This is an optimization exercise on Yosys and OpenROAD, whose aim is small area and a short achievable clock period, not a production implementation.
Function was not checked in any run shown here: the RTL went through the layout flow alone.
Power figures rest on the tool's default switching activity, not on a simulated workload.

==> flow/design.v, too long to show whole: its modules and the start of the top module <==
// module pe: 45 lines
// module mac_0_16: 273 lines
// module mac_16_17: 315 lines
// module mac_17_17: 316 lines
// module mac_17_18: 328 lines
// module csa_fa: 4 lines
// module csa_ha: 4 lines
// module skew_buffer: 25 lines
// module systolic_array: 33 lines
// module matrix_accelerator: 30 lines
module matrix_accelerator(
    input  wire        clk,
    input  wire        rst,
    input  wire        load_weight,
    input  wire [31:0] activation_in,
    output wire [95:0] result_out
);
  // ...
==> flow/run.sh <==
#!/bin/bash
# synth_recipe.tcl (not shown) runs the flow's synth.tcl, then flattens the netlist and writes it again
# the make line also repeats each setting of config.mk as NAME=value (left out here)
make -C /OpenROAD-flow-scripts/flow DESIGN_CONFIG=/design/flow/config.mk WORK_HOME=/design/flow/orfs CLKGATE_MAP_FILE= SYNTH_SCRIPT=/design/flow/synth_recipe.tcl finish
==> flow/config.mk <==
export PLATFORM = sky130hd
export DESIGN_NAME = matrix_accelerator
export DESIGN_NICKNAME = matrix_accelerator
export VERILOG_FILES = /design/flow/design.v
export SDC_FILE = /design/flow/constraint.sdc
export NUM_CORES = 4
export LEC_CHECK = 0
export CAP_MARGIN = 20
export CORE_MARGIN = 2
export CORE_UTILIZATION = 40
export SETUP_SLACK_MARGIN = 3.5
export SLEW_MARGIN = 20
export SYNTH_HIERARCHICAL = 1
export SYNTH_MINIMUM_KEEP_SIZE = 0
==> flow/constraint.sdc <==
create_clock -name core_clock -period 8.0 [get_ports {clk}]
set_input_delay 1.6000 -clock core_clock [delete_from_list [all_inputs] [get_ports {clk}]]
set_output_delay 1.6000 -clock core_clock [all_outputs]
set_load 0.01 [all_outputs]
==> flow_metrics.py, run 1 <==
metrics = {
    "run_status": {
        "status": "timing/DRC/antenna clean",
    },
    "grt": {
        "grt_pass1_wl_microns": 177000,
        "first_global_vias": 33000,
    },
    "cells_and_area": {
        "nClkBuffers": 88,
        "non_clock_inverter_count": 186,
        "area_delta_synth_final_pct": 11.8,
        "final_common_cell": "and2_1",
    },
    "worst_setup_path": {
        "crit_path_end_kind": "flip-flop",
        "arrival_ns": 5.01,
        "path_cells": "buf_2 > and2_4 > fa_1 > fa_2 > fa_1 > fa_1 > ha_4 > and2_4 > o2111a_1 > o31a_1 > o21a_1 > nor3_1",
        "critical_path_required_ns": 8.58,
        "reg2reg_slack_ns": 3.61,
    },
    "floorplanning": {
        "die_x_microns": 349,
        "rows": 126,
        "dieArea_sq_um": 122000,
    },
    "timing": {
        "worst_slew_pin_slew_ns": 0.812,
        "fin_crit_sh": 0.554,
        "finalHoldViolations": 0,
    },
    "cts": {
        "cts.clk_slew.worst_paths_ns": 0.06,
    },
    "pwr": {
        "total_power_mw": 21.5,
        "ir_drop_mv": 0.248,
        "leakagePower_nw": 22.8,
    },
    "drt": {
        "drtPass1Iterations": 6,
    },
    "min_path": {
        "hold_class": "reg2reg",
        "hp-start": "skew_unit.d2_1[4]$_DFF_PP0_",
    },
    "placed_design": {
        "placed_cell_area_sq_um": 50600,
    },
}
==> run 2: changes to the inputs <==
--- a/flow/config.mk
+++ b/flow/config.mk
@@ -8,6 +8,8 @@
 export CAP_MARGIN = 20
 export CORE_MARGIN = 2
 export CORE_UTILIZATION = 40
+export CTS_CLUSTER_DIAMETER = 120
+export CTS_CLUSTER_SIZE = 22
 export SETUP_SLACK_MARGIN = 3.5
 export SLEW_MARGIN = 20
 export SYNTH_HIERARCHICAL = 1
==> run 2 against run 1 <==
Critical path depth stayed put. Total power is 6.2% lower. Core utilization is 1.1 points lower. Hold slack better by 0.021 ns. Sequential power hardly changed. Largest power group unchanged. Still clean. Register-to-register slack hardly changed. Critical endpoint unchanged. Worst setup slack better by 0.018 ns. Flip-flop and latch count stayed put. Critical path type unchanged. Non-clock buffer count is 3 lower. Wire length is 0.84% lower. Largest cell class unchanged.
==> flow_metrics.py, run 2 <==
metrics = {
    "cts": {
        "cts_hold_buf": 0,
        "cts_made_buffers": 31,
        "cts.clk_slew.worst_paths_ns": 0.09,
        "cts_tree": "done",
        "h-tree-depth": 1,
        "cts_root_buf": "clkbuf_16",
        "cts_sinks": 545,
        "insertion_delay_ns": 0.67,
        "cts.path.max_buffers": 3,
    },
    "min_path": {
        "hold_class": "reg2reg",
    },
    "timing": {
        "tns_ns": 0,
        "setup_viol": 0,
        "rsz0062_at_grt": "true",
        "fin_crit_sh": 0.552,
        "finalMaxSlewViolations": 0,
        "worst_slew_pin_slew_ns": 0.811,
        "clock.fmax_ghz": 0.227,
        "finalHoldViolations": 0,
        "finalClockSkew_ns": 0.0347,
        "post-route-min-period_ns": 4.41,
        "relSlewSlack": 0.460,
    },
    "worst_setup_path": {
        "slowest_delay_ns": 0.54,
        "worstPathMaxFanout": 10,
        "crit_path_end_kind": "flip-flop",
        "r2r-end": "array_core.ROW[0].c3.out_e[13]$_DFF_P_",
        "crit_path_end": "array_core.ROW[0].c0.out_e[14]$_DFF_P_",
        "critical_path_required_ns": 8.60,
        "arrival_ns": 5.02,
        "path_cells": "clkbuf_4 > and2_4 > fa_1 > fa_2 > fa_1 > fa_1 > ha_4 > and2_4 > o2111a_1 > o31a_1 > o21a_1 > nor3_2",
        "r2r-start": "skew_unit.d3_3[0]$_DFF_PP0_",
        "path_common_cell": "fa_1",
        "critical_path_class": "in2reg",
        "startpoint_type": "input pin",
        "cpMaxStageDelayCell": "fa_1",
        "setup.worst_path.start": "activation_in[3]",
        "reg2reg_slack_ns": 3.61,
        "reg2reg_depth": 12,
    },
    "drt": {
        "vias": 30200,
        "drc": 0,
        "ant_nets": 0,
        "wirelength_microns": 104000,
        "viasPerCell": 5.17,
        "wl_per_cell_microns": 17.8,
        "drtPass1Iterations": 5,
        "drtIter0Drc": 1530,
    },
    "placed_design": {
        "dpl.hpwl_microns": 82000,
        "dp_cells": 5733,
        "portBuffers": 130,
        "place.gp.congestion": 0.847,
    },
    "grt": {
        "grt_pass1_wl_microns": 175000,
        "antenna_found_initial": 2,
        "first_global_vias": 32700,
        "grt_usage": 0.175,
        "grt_max_degree": 105,
        "overflow": 0,
    },
    "cells_and_area": {
        "reg_top3": "array_core.ROW.c3.out_e (72), array_core.ROW.c1.out_e (68), array_core.ROW.c2.out_e (68)",
        "nNetsFinal": 5418,
        "largest_reg_flops": 72,
        "post_route_cells_drive_above_1_share": 0.0588,
        "fin_cells": 5841,
        "final_cell_mix": "and2_1, fa_1, nand2_1",
        "seqCellArea_sq_um": 12900,
        "final_common_cell": "and2_1",
        "area_delta_synth_final_pct": 9.23,
        "fillers": 11000,
        "regMostFlops": "array_core.ROW.c3.out_e",
        "multiInputGateArea_sq_um": 33800,
    },
    "logic_synthesis": {
        "netlist_area_sq_um": 47700,
        "syn_inst": 4148,
        "postSynthNetCount": 5287,
        "yosysWarnings": 16,
        "syn_avg_cell_area_sq_um": 11.5,
    },
    "floorplanning": {
        "start_util": 0.403,
        "dieArea_sq_um": 122000,
        "io_pins": 131,
        "rows": 126,
        "core-area_sq_um": 118000,
        "die_x_microns": 349,
        "die_h_microns": 349,
    },
    "pwr": {
        "leakagePower_nw": 22.2,
        "cellPowerDensity_nw_per_um2": 388,
        "ir_drop_mv": 0.269,
        "total_power_mw": 20.2,
    },
    "run_status": {
        "status": "timing/DRC/antenna clean",
    },
    "job": {
        "drv_cap": 0,
    },
}
==> run 2: what timing repair did <==
action	4_1_cts	5_1_grt
setup endpoints to repair	19	37
pin swaps	3	17
resized for setup	40	64
buffers inserted	12	37
==> run 2: worst min path at each step <==
stage,from,to,slack [ns],cells after the start
2_1_floorplan,skew_unit.d2_1[0]$_DFF_PP0_,skew_unit.d2_2[0]$_DFF_PP0_,0.33,0
3_3_place_gp,skew_unit.d3_1[2]$_DFF_PP0_,skew_unit.d3_2[2]$_DFF_PP0_,0.33,0
3_5_place_dp,skew_unit.d3_1[6]$_DFF_PP0_,skew_unit.d3_2[6]$_DFF_PP0_,0.34,0
4_1_cts,skew_unit.d2_1[7]$_DFF_PP0_,skew_unit.d2_2[7]$_DFF_PP0_,0.36,0
5_1_grt,skew_unit.d2_1[7]$_DFF_PP0_,skew_unit.d2_2[7]$_DFF_PP0_,0.36,0
6_report,skew_unit.d2_1[7]$_DFF_PP0_,skew_unit.d2_2[7]$_DFF_PP0_,0.35,0
==> run 2: layout make-up <==
class,instances,share of cell area
Clock buffer,48,0.0167
Multi-Input combinational cell,3326,0.649
Sequential cell,545,0.248
Timing Repair Buffer,189,0.0338
Clock inverter,10,0.00202
Tap cell,1536,0.0369
Antenna cell,1,0.0000480
Inverter,186,0.0134
==> run 2: routing by layer <==
| layer | routed length, microns | global-route usage | up-vias |
|---|---|---|---|
| met5 | 30 | 0 | - |
| met4 | 1360 | 0.0289 | 4 |
| met3 | 3730 | 0.0206 | 80 |
| met2 | 49800 | 0.293 | 426 |
| met1 | 49200 | 0.249 | 15700 |
| li1 | - | - | 14100 |
==> run 2: metrics by stage <==
step                      worst slack, ns  instance area [sq um]  hold WS, ns  utilization
after global placement               2.28                  50600        0.332        0.428
after global routing                 3.47                  52100        0.357        0.441
after detailed placement             2.26                  50600        0.336        0.428
after floorplan                      3.05                  47800        0.331            -
after CTS                            3.50                  51600        0.356        0.437
final                                3.59                  52100        0.354        0.441
==> run 2: report_power, final <==
group,switching (mW),internal [mW]
registers,0.584,3.36
clock network,0.984,0.773
logic,7.69,6.83
==> run 2: critical path, delay by kind of cell <==
| kind | cells | cell delay, ns |
|---|---|---|
| fa+ha+maj | 5 | 2.07 |
| simple gates | 3 | 0.47 |
| compound gates | 3 | 0.72 |
| buf+inv | 1 | 0.17 |
==> run 3: changes to the inputs <==
--- a/flow/config.mk
+++ b/flow/config.mk
@@ -8,9 +8,7 @@
 export CAP_MARGIN = 20
 export CORE_MARGIN = 2
 export CORE_UTILIZATION = 40
-export CTS_CLUSTER_DIAMETER = 120
-export CTS_CLUSTER_SIZE = 22
-export SETUP_SLACK_MARGIN = 3.5
+export SETUP_SLACK_MARGIN = 3.8
 export SLEW_MARGIN = 20
 export SYNTH_HIERARCHICAL = 1
 export SYNTH_MINIMUM_KEEP_SIZE = 0
==> run 3 against run 2 <==
Worst setup slack better by 0.021 ns. Via count up 3.4%. Core utilization up 3.5 points. Synthesized cell count unchanged. Global-route usage up 0.85 points. Register-to-register slack better by 0.11 ns. Die area unchanged. First-iteration DRC count up 2.4%. Clock skew down 0.010 ns.
==> flow_metrics.py, run 3 <==
metrics = {
    "cells_and_area": {
        "fillers": 10600,
        "regMostFlops": "array_core.ROW.c3.out_e",
        "area_delta_synth_final_pct": 18.0,
        "utilization": 0.476,
        "final_cell_mix": "and2_1, fa_1, nand2_1",
        "post_route_cells_drive_above_1_share": 0.179,
        "reg_top3": "array_core.ROW.c3.out_e (72), array_core.ROW.c1.out_e (68), array_core.ROW.c2.out_e (68)",
        "final_common_cell": "and2_1",
        "stdcell_area_sq_um": 56300,
        "largest_reg_flops": 72,
        "nNetsFinal": 5607,
    },
    "floorplanning": {
        "die_h_microns": 349,
        "dieArea_sq_um": 122000,
        "core-area_sq_um": 118000,
        "die_x_microns": 349,
        "io_pins": 131,
        "start_util": 0.403,
        "rows": 126,
    },
    "grt": {
        "antenna_found_initial": 0,
        "grt_usage": 0.184,
        "overflow": 0,
        "first_global_vias": 33600,
        "grt_max_degree": 135,
        "grt_pass1_wl_microns": 181000,
    },
    "cts": {
        "cts_made_buffers": 69,
        "cts.path.max_buffers": 3,
        "insertion_delay_ns": 0.64,
        "cts_hold_buf": 0,
        "cts_root_buf": "clkbuf_16",
        "cts_tree": "done",
        "cts_sinks": 545,
        "cts.clk_slew.worst_paths_ns": 0.06,
        "h-tree-depth": 3,
    },
    "placed_design": {
        "place.gp.congestion": 0.841,
        "portBuffers": 130,
        "placed_cell_area_sq_um": 50600,
        "dpl.hpwl_microns": 82000,
        "pre_cts_ws_ns": 2.30,
    },
    "drt": {
        "drtIter0Drc": 1566,
        "viasPerCell": 5.15,
        "drtPass1Iterations": 5,
        "ant_nets": 0,
        "drc": 0,
        "wl_per_cell_microns": 18.0,
        "wirelength_microns": 109000,
        "vias": 31200,
    },
    "timing": {
        "rsz0062_at_grt": "true",
        "setup_viol": 0,
        "relSlewSlack": 0.503,
        "finalClockSkew_ns": 0.0244,
        "finalHoldViolations": 0,
        "tns_ns": 0,
        "post-route-min-period_ns": 4.39,
        "finalMaxSlewViolations": 0,
        "worst_slew_pin_slew_ns": 0.746,
        "fin_crit_sh": 0.549,
        "fin_ws_ns": 3.61,
        "clock.fmax_ghz": 0.228,
    },
    "pwr": {
        "swShare": 0.435,
        "total_power_mw": 24.6,
        "leakagePower_nw": 23.6,
        "power_frac_comb": 0.708,
        "p_int_mw": 13.9,
        "ir_drop_mv": 0.295,
        "power_frac_clock": 0.132,
        "seqPwrFrac": 0.160,
        "switchingPower_mw": 10.7,
        "cellPowerDensity_nw_per_um2": 438,
    },
    "logic_synthesis": {
        "syn_inst": 4148,
        "netlist_area_sq_um": 47700,
        "postSynthNetCount": 5287,
        "yosysWarnings": 16,
        "syn_avg_cell_area_sq_um": 11.5,
    },
    "worst_setup_path": {
        "crit_path_end_kind": "flip-flop",
        "critical_path_class": "in2reg",
        "worstPathMaxFanout": 8,
        "arrival_ns": 4.96,
        "startpoint_type": "input pin",
        "critical_path_required_ns": 8.57,
    },
    "job": {
        "drv_cap": 0,
    },
    "min_path": {
        "hold_class": "reg2reg",
    },
    "run_status": {
        "status": "timing/DRC/antenna clean",
    },
}
## run 3: final timing paths
check                           slack, ns  cells past startpoint                                      to                             startpoint
worst min-delay path                 0.33                      0             skew_unit.d3_3[6]$_DFF_PP0_            skew_unit.d3_2[6]$_DFF_PP0_
worst min register to register       0.33                      0             skew_unit.d3_3[6]$_DFF_PP0_            skew_unit.d3_2[6]$_DFF_PP0_
worst max register to register       3.72                     13  array_core.ROW[2].c2.out_e[16]$_DFF_P_  array_core.ROW[1].c2.S.q[0]$_DFF_PP0_
max in group asynchronous            5.81                      3             skew_unit.d3_3[1]$_DFF_PP0_                                    rst
min in group asynchronous            1.32                      2   array_core.ROW[0].c2.S.q[2]$_DFF_PP0_                                    rst
worst max-delay path                 3.61                     12  array_core.ROW[0].c0.out_e[14]$_DFF_P_                       activation_in[4]
## run 3: repair_timing
item / 4_1_cts / 5_1_grt
setup endpoints to repair: 75 / 91
resized for setup: 248 / 251
buffers inserted: 108 / 91
pin swaps: 99 / 182
## run 3: area by class of cell
cell class	instances	area (sq um)	share of cell area
antenna	1	2.50	0.0000445
clock buffer	90	1900	0.0338
clock inverter	37	477	0.00847
inverter	186	698	0.0124
multi-input combinational	3326	35300	0.627
sequential	545	13000	0.231
tap	1536	1920	0.0342
timing repair buffer	340	2960	0.0526
## run 3: power by group through the flow
stage	Clock [mW]	Combinational, mW	Sequential (mW)
floorplan	0	11.3	3.78
global placement	0	13.8	4.03
detailed placement	0	14.0	4.03
CTS	3.36	15.6	3.95
global route	3.46	19.6	4.01
finish	3.25	17.5	3.93
## run 3: stage by stage
stage | hold WS (ns) | instances
finish | 0.334 | 6061
global route | 0.344 | 6060
CTS | 0.334 | 5969
detailed placement | 0.335 | 5734
global placement | 0.332 | 5734
floorplan | 0.331 | 4148
## run 3: critical path, stage by stage
cell and delay (ns):
buf_12 0.11, and2_4 0.15, fa_1 0.48, fa_2 0.36, fa_1 0.47, fa_1 0.56
ha_4 0.21, and2_4 0.14, o2111a_1 0.24, o31a_1 0.33, o21a_1 0.21, nor3_2 0.10
## run 3: per-layer routing
| metal | share of wire | track usage |
|---|---|---|
| met2 | 0.48 | 0.304 |
| met3 | 0.038 | 0.0226 |
| met4 | 0.018 | 0.0442 |
| met1 | 0.46 | 0.257 |
| met5 | 0 | 0 |
==> module pe, before the edit <==
module pe #(
    parameter WI = 0,       
    parameter WO = 16,      
    parameter SOUTH = 1     
) (
    input  wire                 clk,
    input  wire                 rst,
    input  wire                 load_weight,
    input  wire                 hold,        
    input  wire [7:0]           in_n,
    input  wire [7:0]           in_m,        
    input  wire [(WI>0?WI:1)-1:0] in_w,
    output wire [7:0]           out_s,
    output reg  [WO-1:0]        out_e
);
    reg  [7:0]    weight_reg;
    wire [WO-1:0] d;         
    generate
        if (WI == 0) begin : C0
            mac_0_16 mac (.a(in_m), .b(weight_reg), .hold(hold), .rst(rst), .d(d));
        end else begin : CJ
            if (WI == 16)
                mac_16_17 mac (.a(in_m), .b(weight_reg), .e(in_w), .hold(hold), .rst(rst), .d(d));
            else if (WO == 17)
                mac_17_17 mac (.a(in_m), .b(weight_reg), .e(in_w), .hold(hold), .rst(rst), .d(d));
            else
                mac_17_18 mac (.a(in_m), .b(weight_reg), .e(in_w), .hold(hold), .rst(rst), .d(d));
        end
    endgenerate
    generate
        if (SOUTH) begin : S
            reg [7:0] q;
            always @(posedge clk or posedge rst)
                if (rst) q <= 8'd0;
                else     q <= in_n;
            assign out_s = q;
        end else begin : NS
            assign out_s = 8'd0;
        end
    endgenerate
    always @(posedge clk)
        if (load_weight) weight_reg <= in_n;
    always @(posedge clk)
        out_e <= d;
endmodule
==> module systolic_array, before the edit <==
module systolic_array(
    input  wire        clk,
    input  wire        rst,
    input  wire        load_weight,
    input  wire        hold,
    input  wire [31:0] in_n,
    input  wire [31:0] in_m,        
    output wire [95:0] out_e
);
    genvar i, j;
    generate
        for (i = 0; i < 4; i = i + 1) begin : ROW
            wire [7:0]  n0, n1, n2, n3;
            wire [7:0]  m0, m1, m2, m3;
            wire [15:0] e0;
            wire [16:0] e1, e2;
            wire [17:0] e3;
            wire [7:0]  s0, s1, s2, s3;
            if (i == 0) begin : TOP
                assign {n3, n2, n1, n0} = in_n;
                assign {m3, m2, m1, m0} = in_m;
            end else begin : BELOW
                assign {n3, n2, n1, n0} = {ROW[i-1].s3, ROW[i-1].s2, ROW[i-1].s1, ROW[i-1].s0};
                assign {m3, m2, m1, m0} = {n3, n2, n1, n0};
            end
            pe #(.WI(0),  .WO(16), .SOUTH(i < 3)) c0 (clk, rst, load_weight, hold, n0, m0, 1'b0, s0, e0);
            pe #(.WI(16), .WO(17), .SOUTH(i < 3)) c1 (clk, rst, load_weight, hold, n1, m1, e0,   s1, e1);
            pe #(.WI(17), .WO(17), .SOUTH(i < 3)) c2 (clk, rst, load_weight, hold, n2, m2, e1,   s2, e2);
            pe #(.WI(17), .WO(18), .SOUTH(i < 3)) c3 (clk, rst, load_weight, hold, n3, m3, e2,   s3, e3);
            assign out_e[24*i +: 24] = {{6{e3[17]}}, e3};
        end
    endgenerate
endmodule
==> run 4: changes to the inputs <==
--- a/flow/design.v
+++ b/flow/design.v
@@ -2,7 +2,8 @@
 module pe #(
     parameter WI = 0,       
     parameter WO = 16,      
-    parameter SOUTH = 1     
+    parameter SOUTH = 1,    
+    parameter FAST = 0      
 ) (
     input  wire                 clk,
     input  wire                 rst,
@@ -18,7 +19,10 @@
     wire [WO-1:0] d;         
     generate
         if (WI == 0) begin : C0
-            mac_0_16 mac (.a(in_m), .b(weight_reg), .hold(hold), .rst(rst), .d(d));
+            if (FAST)
+                mac_0_16f mac (.a(in_m), .b(weight_reg), .hold(hold), .rst(rst), .d(d));
+            else
+                mac_0_16 mac (.a(in_m), .b(weight_reg), .hold(hold), .rst(rst), .d(d));
         end else begin : CJ
             if (WI == 16)
                 mac_16_17 mac (.a(in_m), .b(weight_reg), .e(in_w), .hold(hold), .rst(rst), .d(d));
@@ -1276,6 +1280,311 @@
     wire [17:0] e_ext = {{1{e[16]}}, e};
     assign d = rst ? 18'd0 : hold ? e_ext : y;
 endmodule
+module mac_0_16f (
+    input  wire [7:0] a,
+    input  wire [7:0] b,
+    input  wire hold,
+    input  wire rst,
+    output wire [15:0] d
+);
+    wire t0 = a[0] & b[0];
+    wire t1 = a[0] & b[1];
+    wire t2 = a[0] & b[2];
+    wire t3 = a[0] & b[3];
+    wire t4 = a[0] & b[4];
+    wire t5 = a[0] & b[5];
+    wire t6 = a[0] & b[6];
+    wire t7 = ~(a[0] & b[7]);
+    wire t8 = a[1] & b[0];
+    wire t9 = a[1] & b[1];
+    wire t10 = a[1] & b[2];
+    wire t11 = a[1] & b[3];
+    wire t12 = a[1] & b[4];
+    wire t13 = a[1] & b[5];
+    wire t14 = a[1] & b[6];
+    wire t15 = ~(a[1] & b[7]);
+    wire t16 = a[2] & b[0];
+    wire t17 = a[2] & b[1];
+    wire t18 = a[2] & b[2];
+    wire t19 = a[2] & b[3];
+    wire t20 = a[2] & b[4];
+    wire t21 = a[2] & b[5];
+    wire t22 = a[2] & b[6];
+    wire t23 = ~(a[2] & b[7]);
+    wire t24 = a[3] & b[0];
+    wire t25 = a[3] & b[1];
+    wire t26 = a[3] & b[2];
+    wire t27 = a[3] & b[3];
+    wire t28 = a[3] & b[4];
+    wire t29 = a[3] & b[5];
+    wire t30 = a[3] & b[6];
+    wire t31 = ~(a[3] & b[7]);
+    wire t32 = a[4] & b[0];
+    wire t33 = a[4] & b[1];
+    wire t34 = a[4] & b[2];
+    wire t35 = a[4] & b[3];
+    wire t36 = a[4] & b[4];
+    wire t37 = a[4] & b[5];
+    wire t38 = a[4] & b[6];
+    wire t39 = ~(a[4] & b[7]);
+    wire t40 = a[5] & b[0];
+    wire t41 = a[5] & b[1];
+    wire t42 = a[5] & b[2];
+    wire t43 = a[5] & b[3];
+    wire t44 = a[5] & b[4];
+    wire t45 = a[5] & b[5];
+    wire t46 = a[5] & b[6];
+    wire t47 = ~(a[5] & b[7]);
+    wire t48 = a[6] & b[0];
+    wire t49 = a[6] & b[1];
+    wire t50 = a[6] & b[2];
+    wire t51 = a[6] & b[3];
+    wire t52 = a[6] & b[4];
+    wire t53 = a[6] & b[5];
+    wire t54 = a[6] & b[6];
+    wire t55 = ~(a[6] & b[7]);
+    wire t56 = ~(a[7] & b[0]);
+    wire t57 = ~(a[7] & b[1]);
+    wire t58 = ~(a[7] & b[2]);
+    wire t59 = ~(a[7] & b[3]);
+    wire t60 = ~(a[7] & b[4]);
+    wire t61 = ~(a[7] & b[5]);
+    wire t62 = ~(a[7] & b[6]);
+    wire t63 = a[7] & b[7];
+    wire t64, t65;
+    csa_ha ut64 (.a(t2), .b(t9), .s(t64), .co(t65));
+    wire t66, t67;
+    csa_fa ut66 (.a(t3), .b(t10), .c(t17), .s(t66), .co(t67));
+    wire t68, t69;
+    csa_ha ut68 (.a(t24), .b(t65), .s(t68), .co(t69));
+    wire t70, t71;
+    csa_fa ut70 (.a(t4), .b(t11), .c(t18), .s(t70), .co(t71));
+    wire t72, t73;
+    csa_fa ut72 (.a(t25), .b(t32), .c(t67), .s(t72), .co(t73));
+    wire t74, t75;
+    csa_ha ut74 (.a(t69), .b(t70), .s(t74), .co(t75));
+    wire t76, t77;
+    csa_fa ut76 (.a(t5), .b(t12), .c(t19), .s(t76), .co(t77));
+    wire t78, t79;
+    csa_fa ut78 (.a(t26), .b(t33), .c(t40), .s(t78), .co(t79));
+    wire t80, t81;
+    csa_fa ut80 (.a(t71), .b(t76), .c(t78), .s(t80), .co(t81));
+    wire t82, t83;
+    csa_ha ut82 (.a(t75), .b(t73), .s(t82), .co(t83));
+    wire t84, t85;
+    csa_fa ut84 (.a(t6), .b(t13), .c(t20), .s(t84), .co(t85));
+    wire t86, t87;
+    csa_fa ut86 (.a(t27), .b(t34), .c(t41), .s(t86), .co(t87));
+    wire t88, t89;
+    csa_fa ut88 (.a(t48), .b(t77), .c(t79), .s(t88), .co(t89));
+    wire t90, t91;
+    csa_fa ut90 (.a(t84), .b(t86), .c(t81), .s(t90), .co(t91));
+    wire t92, t93;
+    csa_ha ut92 (.a(t88), .b(t83), .s(t92), .co(t93));
+    wire t94, t95;
+    csa_fa ut94 (.a(t7), .b(t14), .c(t21), .s(t94), .co(t95));
+    wire t96, t97;
+    csa_fa ut96 (.a(t28), .b(t35), .c(t42), .s(t96), .co(t97));
+    wire t98, t99;
+    csa_fa ut98 (.a(t49), .b(t56), .c(t85), .s(t98), .co(t99));
+    wire t100, t101;
+    csa_fa ut100 (.a(t87), .b(t94), .c(t96), .s(t100), .co(t101));
+    wire t102, t103;
+    csa_fa ut102 (.a(t89), .b(t98), .c(t100), .s(t102), .co(t103));
+    wire t104, t105;
+    csa_ha ut104 (.a(t91), .b(t93), .s(t104), .co(t105));
+    wire t106 = ~(t15 ^ t22);
+    wire t107 = t15 | t22;
+    wire t108, t109;
+    csa_fa ut108 (.a(t29), .b(t36), .c(t43), .s(t108), .co(t109));
+    wire t110, t111;
+    csa_fa ut110 (.a(t50), .b(t57), .c(t95), .s(t110), .co(t111));
+    wire t112, t113;
+    csa_fa ut112 (.a(t97), .b(t106), .c(t108), .s(t112), .co(t113));
+    wire t114, t115;
+    csa_fa ut114 (.a(t99), .b(t101), .c(t110), .s(t114), .co(t115));
+    wire t116, t117;
+    csa_fa ut116 (.a(t112), .b(t103), .c(t114), .s(t116), .co(t117));
+    wire t118, t119;
+    csa_fa ut118 (.a(t23), .b(t30), .c(t37), .s(t118), .co(t119));
+    wire t120, t121;
+    csa_fa ut120 (.a(t44), .b(t51), .c(t58), .s(t120), .co(t121));
+    wire t122, t123;
+    csa_fa ut122 (.a(t107), .b(t109), .c(t118), .s(t122), .co(t123));
+    wire t124, t125;
+    csa_fa ut124 (.a(t120), .b(t111), .c(t113), .s(t124), .co(t125));
+    wire t126, t127;
+    csa_fa ut126 (.a(t122), .b(t115), .c(t124), .s(t126), .co(t127));
+    wire t128, t129;
+    csa_fa ut128 (.a(t31), .b(t38), .c(t45), .s(t128), .co(t129));
+    wire t130, t131;
+    csa_fa ut130 (.a(t52), .b(t59), .c(t119), .s(t130), .co(t131));
+    wire t132, t133;
+    csa_fa ut132 (.a(t121), .b(t128), .c(t123), .s(t132), .co(t133));
+    wire t134, t135;
+    csa_fa ut134 (.a(t130), .b(t125), .c(t132), .s(t134), .co(t135));
+    wire t136, t137;
+    csa_fa ut136 (.a(t39), .b(t46), .c(t53), .s(t136), .co(t137));
+    wire t138, t139;
+    csa_fa ut138 (.a(t60), .b(t129), .c(t136), .s(t138), .co(t139));
+    wire t140, t141;
+    csa_fa ut140 (.a(t131), .b(t138), .c(t133), .s(t140), .co(t141));
+    wire t142, t143;
+    csa_fa ut142 (.a(t47), .b(t54), .c(t61), .s(t142), .co(t143));
+    wire t144, t145;
+    csa_fa ut144 (.a(t137), .b(t142), .c(t139), .s(t144), .co(t145));
+    wire t146, t147;
+    csa_fa ut146 (.a(t55), .b(t62), .c(t143), .s(t146), .co(t147));
+    wire t148 = t0 & 1'b0;
+    wire t149 = t1 & t8;
+    wire t150 = t16 & t64;
+    wire t151 = t66 & t68;
+    wire t152 = t72 & t74;
+    wire t153 = t80 & t82;
+    wire t154 = t90 & t92;
+    wire t155 = t102 & t104;
+    wire t156 = t105 & t116;
+    wire t157 = t117 & t126;
+    wire t158 = t127 & t134;
+    wire t159 = t135 & t140;
+    wire t160 = t141 & t144;
+    wire t161 = t145 & t146;
+    wire t162 = t63 & t147;
+    wire t163 = 1'b1 & 1'b0;
+    wire t164 = t0 ^ 1'b0;
+    wire t165 = t1 ^ t8;
+    wire t166 = t16 ^ t64;
+    wire t167 = t66 ^ t68;
+    wire t168 = t72 ^ t74;
+    wire t169 = t80 ^ t82;
+    wire t170 = t90 ^ t92;
+    wire t171 = t102 ^ t104;
+    wire t172 = t105 ^ t116;
+    wire t173 = t117 ^ t126;
+    wire t174 = t127 ^ t134;
+    wire t175 = t135 ^ t140;
+    wire t176 = t141 ^ t144;
+    wire t177 = t145 ^ t146;
+    wire t178 = t63 ^ t147;
+    wire t179 = 1'b1 ^ 1'b0;
+    wire t180 = t149 | (t165 & t148);
+    wire t181 = t151 | (t167 & t150);
+    wire t182 = t167 & t166;
+    wire t183 = t152 | (t168 & t151);
+    wire t184 = t168 & t167;
+    wire t185 = t153 | (t169 & t152);
+    wire t186 = t169 & t168;
+    wire t187 = t154 | (t170 & t153);
+    wire t188 = t170 & t169;
+    wire t189 = t155 | (t171 & t154);
+    wire t190 = t171 & t170;
+    wire t191 = t156 | (t172 & t155);
+    wire t192 = t172 & t171;
+    wire t193 = t157 | (t173 & t156);
+    wire t194 = t173 & t172;
+    wire t195 = t158 | (t174 & t157);
+    wire t196 = t174 & t173;
+    wire t197 = t159 | (t175 & t158);
+    wire t198 = t175 & t174;
+    wire t199 = t160 | (t176 & t159);
+    wire t200 = t176 & t175;
+    wire t201 = t161 | (t177 & t160);
+    wire t202 = t177 & t176;
+    wire t203 = t162 | (t178 & t161);
+    wire t204 = t178 & t177;
+    wire t205 = t163 | (t179 & t162);
+    wire t206 = t179 & t178;
+    wire t207 = t183 | (t184 & t150);
+    wire t208 = t184 & t166;
+    wire t209 = t185 | (t186 & t181);
+    wire t210 = t186 & t182;
+    wire t211 = t187 | (t188 & t183);
+    wire t212 = t188 & t184;
+    wire t213 = t189 | (t190 & t185);
+    wire t214 = t190 & t186;
+    wire t215 = t191 | (t192 & t187);
+    wire t216 = t192 & t188;
+    wire t217 = t193 | (t194 & t189);
+    wire t218 = t194 & t190;
+    wire t219 = t195 | (t196 & t191);
+    wire t220 = t196 & t192;
+    wire t221 = t197 | (t198 & t193);
+    wire t222 = t198 & t194;
+    wire t223 = t199 | (t200 & t195);
+    wire t224 = t200 & t196;
+    wire t225 = t201 | (t202 & t197);
+    wire t226 = t202 & t198;
+    wire t227 = t203 | (t204 & t199);
+    wire t228 = t204 & t200;
+    wire t229 = t205 | (t206 & t201);
+    wire t230 = t206 & t202;
+    wire t231 = t211 | (t212 & t150);
+    wire t232 = t212 & t166;
+    wire t233 = t213 | (t214 & t181);
+    wire t234 = t214 & t182;
+    wire t235 = t215 | (t216 & t207);
+    wire t236 = t216 & t208;
+    wire t237 = t217 | (t218 & t209);
+    wire t238 = t218 & t210;
+    wire t239 = t219 | (t220 & t211);
+    wire t240 = t220 & t212;
+    wire t241 = t221 | (t222 & t213);
+    wire t242 = t222 & t214;
+    wire t243 = t223 | (t224 & t215);
+    wire t244 = t224 & t216;
+    wire t245 = t225 | (t226 & t217);
+    wire t246 = t226 & t218;
+    wire t247 = t227 | (t228 & t219);
+    wire t248 = t228 & t220;
+    wire t249 = t229 | (t230 & t221);
+    wire t250 = t230 & t222;
+    wire t251 = t239 | (t240 & t150);
+    wire t252 = t240 & t166;
+    wire t253 = t241 | (t242 & t181);
+    wire t254 = t242 & t182;
+    wire t255 = t243 | (t244 & t207);
+    wire t256 = t244 & t208;
+    wire t257 = t245 | (t246 & t209);
+    wire t258 = t246 & t210;
+    wire t259 = t247 | (t248 & t231);
+    wire t260 = t248 & t232;
+    wire t261 = t249 | (t250 & t233);
+    wire t262 = t250 & t234;
+    wire t263 = t150 | (t166 & t180);
+    wire t264 = t181 | (t182 & t180);
+    wire t265 = t207 | (t208 & t180);
+    wire t266 = t209 | (t210 & t180);
+    wire t267 = t231 | (t232 & t180);
+    wire t268 = t233 | (t234 & t180);
+    wire t269 = t235 | (t236 & t180);
+    wire t270 = t237 | (t238 & t180);
+    wire t271 = t251 | (t252 & t180);
+    wire t272 = t253 | (t254 & t180);
+    wire t273 = t255 | (t256 & t180);
+    wire t274 = t257 | (t258 & t180);
+    wire t275 = t259 | (t260 & t180);
+    wire t276 = t261 | (t262 & t180);
+    wire t277 = t165 ^ t148;
+    wire t278 = t166 ^ t180;
+    wire t279 = t167 ^ t263;
+    wire t280 = t168 ^ t264;
+    wire t281 = t169 ^ t265;
+    wire t282 = t170 ^ t266;
+    wire t283 = t171 ^ t267;
+    wire t284 = t172 ^ t268;
+    wire t285 = t173 ^ t269;
+    wire t286 = t174 ^ t270;
+    wire t287 = t175 ^ t271;
+    wire t288 = t176 ^ t272;
+    wire t289 = t177 ^ t273;
+    wire t290 = t178 ^ t274;
+    wire t291 = t179 ^ t275;
+    wire [15:0] ra = {1'b1, t63, t145, t141, t135, t127, t117, t105, t102, t90, t80, t72, t66, t16, t1, t0};
+    wire [15:0] rb = {1'b0, t147, t146, t144, t140, t134, t126, t116, t104, t92, t82, t74, t68, t64, t8, 1'b0};
+    wire [15:0] y = {t291, t290, t289, t288, t287, t286, t285, t284, t283, t282, t281, t280, t279, t278, t277, t164};
+    wire [15:0] e_ext = 16'd0;
+    assign d = rst ? 16'd0 : hold ? e_ext : y;
+endmodule
 module csa_fa (input wire a, input wire b, input wire c, output wire s, output wire co);
     assign s  = a ^ b ^ c;
     assign co = (a & b) | (a & c) | (b & c);
@@ -1336,7 +1645,7 @@
                 assign {n3, n2, n1, n0} = {ROW[i-1].s3, ROW[i-1].s2, ROW[i-1].s1, ROW[i-1].s0};
                 assign {m3, m2, m1, m0} = {n3, n2, n1, n0};
             end
-            pe #(.WI(0),  .WO(16), .SOUTH(i < 3)) c0 (clk, rst, load_weight, hold, n0, m0, 1'b0, s0, e0);
+            pe #(.WI(0),  .WO(16), .SOUTH(i < 3), .FAST(i == 0)) c0 (clk, rst, load_weight, hold, n0, m0, 1'b0, s0, e0);
             pe #(.WI(16), .WO(17), .SOUTH(i < 3)) c1 (clk, rst, load_weight, hold, n1, m1, e0,   s1, e1);
             pe #(.WI(17), .WO(17), .SOUTH(i < 3)) c2 (clk, rst, load_weight, hold, n2, m2, e1,   s2, e2);
             pe #(.WI(17), .WO(18), .SOUTH(i < 3)) c3 (clk, rst, load_weight, hold, n3, m3, e2,   s3, e3);
--- a/flow/config.mk
+++ b/flow/config.mk
@@ -8,7 +8,7 @@
 export CAP_MARGIN = 20
 export CORE_MARGIN = 2
 export CORE_UTILIZATION = 40
-export SETUP_SLACK_MARGIN = 3.8
+export SETUP_SLACK_MARGIN = 3.5
 export SLEW_MARGIN = 20
 export SYNTH_HIERARCHICAL = 1
 export SYNTH_MINIMUM_KEEP_SIZE = 0
==> run 4 against run 3 <==
Sequential power hardly changed. Clock-buffer cell count down 3. Synthesized cell count up 0.65%. Hold slack improved by 0.012 ns. Sequential share of layout area increased by 0.90 points. Flip-flop and latch count stayed put. Core utilization decreased by 2.1 points. First-iteration DRC count rose by 3.6%. Clock skew is 0.0083 ns higher. Register-to-register slack got worse by 0.19 ns. Via count fell by 1.5%. Wire length shrank 2.8%. Largest power group unchanged.
==> flow_metrics.py, run 4 <==
metrics = {
    "timing": {
        "finalHoldViolations": 0,
        "relSlewSlack": 0.495,
        "finalClockSkew_ns": 0.0327,
        "rsz0062_at_grt": "true",
        "fin_crit_sh": 0.561,
        "post-route-min-period_ns": 4.49,
        "setup_viol": 0,
        "fin_ws_ns": 3.51,
        "clock.fmax_ghz": 0.223,
        "finalMaxSlewViolations": 0,
        "tns_ns": 0,
        "worst_slew_pin_slew_ns": 0.758,
    },
    "worst_setup_path": {
        "critical_path_class": "in2reg",
        "reg2reg_depth": 12,
        "critical_path_required_ns": 8.56,
        "setup.worst_path.start": "activation_in[5]",
        "r2r-end": "array_core.ROW[2].c2.out_e[16]$_DFF_P_",
        "crit_path_end_kind": "flip-flop",
        "arrival_ns": 5.04,
        "startpoint_type": "input pin",
        "r2r-start": "array_core.ROW[1].c2.S.q[0]$_DFF_PP0_",
        "reg2reg_slack_ns": 3.53,
        "worstPathMaxFanout": 4,
    },
    "pwr": {
        "leakagePower_nw": 23.0,
        "ir_drop_mv": 0.205,
        "cellPowerDensity_nw_per_um2": 403,
    },
    "placed_design": {
        "dpl.hpwl_microns": 82900,
        "place.gp.congestion": 0.839,
        "pre_cts_ws_ns": 2.17,
        "portBuffers": 130,
    },
    "floorplanning": {
        "io_pins": 131,
        "rows": 126,
        "dieArea_sq_um": 123000,
        "start_util": 0.405,
        "core-area_sq_um": 118000,
        "die_h_microns": 350,
        "die_x_microns": 350,
    },
    "cells_and_area": {
        "reg_top3": "array_core.ROW.c3.out_e (72), array_core.ROW.c1.out_e (68), array_core.ROW.c2.out_e (68)",
        "nNetsFinal": 5494,
        "regMostFlops": "array_core.ROW.c3.out_e",
        "final_common_cell": "and2_1",
        "fillers": 10900,
        "post_route_cells_drive_above_1_share": 0.0792,
        "area_delta_synth_final_pct": 12.5,
        "final_cell_mix": "and2_1, fa_1, nand2_1",
        "largest_reg_flops": 72,
    },
    "run_status": {
        "status": "timing/DRC/antenna clean",
    },
    "grt": {
        "grt_usage": 0.181,
        "grt_max_degree": 98,
        "antenna_found_initial": 1,
        "grt_pass1_wl_microns": 179000,
        "overflow": 0,
        "first_global_vias": 33000,
    },
    "cts": {
        "h-tree-depth": 3,
        "cts_tree": "done",
        "cts_root_buf": "clkbuf_16",
        "cts_made_buffers": 66,
        "cts_sinks": 545,
        "insertion_delay_ns": 0.64,
        "cts.path.max_buffers": 3,
        "cts_hold_buf": 0,
        "cts.clk_slew.worst_paths_ns": 0.06,
    },
    "drt": {
        "drtIter0Drc": 1623,
        "viasPerCell": 5.12,
        "drc": 0,
        "wl_per_cell_microns": 17.7,
        "ant_nets": 0,
        "drtPass1Iterations": 7,
        "vias": 30800,
        "wirelength_microns": 106000,
    },
    "min_path": {
        "hp-start": "skew_unit.d3_1[5]$_DFF_PP0_",
        "hold_class": "reg2reg",
        "whs_endpoint": "skew_unit.d3_2[5]$_DFF_PP0_",
        "hold_depth": 0,
    },
    "logic_synthesis": {
        "netlist_area_sq_um": 47900,
        "yosysWarnings": 17,
        "syn_inst": 4175,
        "syn_avg_cell_area_sq_um": 11.5,
        "postSynthNetCount": 5314,
    },
    "job": {
        "drv_cap": 0,
    },
}
## run 4: worst max-delay path by stage
stage	end	slack, ns	cells after the start
after floorplan	array_core.ROW[0].c0.out_e[14]$_DFF_P_	3.00	12
after global placement	array_core.ROW[0].c0.out_e[14]$_DFF_P_	2.24	12
after detailed placement	array_core.ROW[0].c0.out_e[15]$_DFF_P_	2.17	12
after CTS	array_core.ROW[0].c0.out_e[15]$_DFF_P_	3.45	12
after global routing	array_core.ROW[2].c2.out_e[16]$_DFF_P_	3.36	12
final	array_core.ROW[0].c0.out_e[14]$_DFF_P_	3.51	13
## run 4: metal layers
| layer | track usage | share of wire | up-vias |
|---|---|---|---|
| met1 | 0.259 | 0.47 | 15900 |
| met4 | 0.0435 | 0.019 | 0 |
| met5 | 0 | 0 | - |
| met3 | 0.0230 | 0.036 | 108 |
| li1 | - | - | 14300 |
| met2 | 0.294 | 0.47 | 485 |
## run 4: what timing repair did
action | 4_1_cts | 5_1_grt
endpoints found under the setup margin | 19 | 37
buffers inserted | 30 | 30
hold endpoints to repair | 0 | 0
pin swaps | 17 | 27
resized for setup | 59 | 61
## run 4: critical path, stage by stage
cell,delay (ns)
buf_12,0.10
buf_6,0.11
and2_4,0.15
fa_2,0.36
fa_2,0.40
fa_1,0.49
fa_2,0.58
ha_4,0.21
buf_4,0.14
a31o_4,0.22
a221o_1,0.32
a31oi_2,0.17
mux2i_1,0.19
## run 4: power by group
part           switching (mW)  total, mW  internal (mW)  leakage (nW)
Clock                    1.27       3.13           1.86          1.11
Combinational            7.72       14.6           6.92          16.7
Sequential              0.586       3.95           3.36          5.16
## run 4: final cells by class
type	instances	area (sq um)	share of cell area
Multi-Input combinational cell	3359	34100	0.632
Sequential cell	545	12900	0.240
Tap cell	1600	2000	0.0372
Timing Repair Buffer	203	1900	0.0352
Clock buffer	87	1810	0.0336
Inverter	180	676	0.0125
Clock inverter	35	474	0.00880
Antenna cell	2	5.00	0.0000929
## run 4: metrics by stage
step | util | total power [mW] | hold slack [ns] | instance area [sq um] | cells
after floorplan | - | 15.1 | 0.331 | 48000 | 4175
after global placement | 0.430 | 17.9 | 0.332 | 50900 | 5826
after CTS | 0.451 | 21.5 | 0.348 | 53400 | 5978
after detailed placement | 0.430 | 18.1 | 0.335 | 50900 | 5826
after global routing | 0.455 | 24.1 | 0.356 | 53900 | 6010
final | 0.455 | 21.7 | 0.346 | 53900 | 6011

==> what the ideal ports hide <==
The flow's constraints put no driver on any port. The routed layouts listed below were extracted and timed again, unchanged, in two steps.
Step 1 sets driving cells, clkbuf_16 on the clock port and buf_2 on the other inputs (assumed; they add their load-dependent delay and slew).
Step 2 moves the port delays by t, midway between the first and last clock arrival at a register: inputs arrive t later, outputs are due t later. That takes back most of the time a late clock gives input paths.
a / b / c = no drivers / after step 1 / after step 2; a / b = the first two.
| run | shift t [ns] | setup slack, ns | worst hold slack (ns) | cell pins on the clock port's net |
|---|---|---|---|---|
| run 1 | 0.714 | 3.568 / 3.611 / 2.905 | 0.332 / 0.332 / 0.332 | 1 |
| run 2 | 0.730 | 3.586 / 3.612 / 2.902 | 0.354 / 0.354 / 0.354 | 1 |
| run 3 | 0.706 | 3.607 / 3.635 / 2.930 | 0.334 / 0.334 / 0.334 | 1 |
| run 4 | 0.696 | 3.513 / 3.534 / 2.845 | 0.346 / 0.346 / 0.346 | 1 |
After both steps setup and hold are still met in every run listed. For run 2, which loses most, drivers alone change the setup slack by +0.026 ns; drivers and shift together by -0.684 ns.
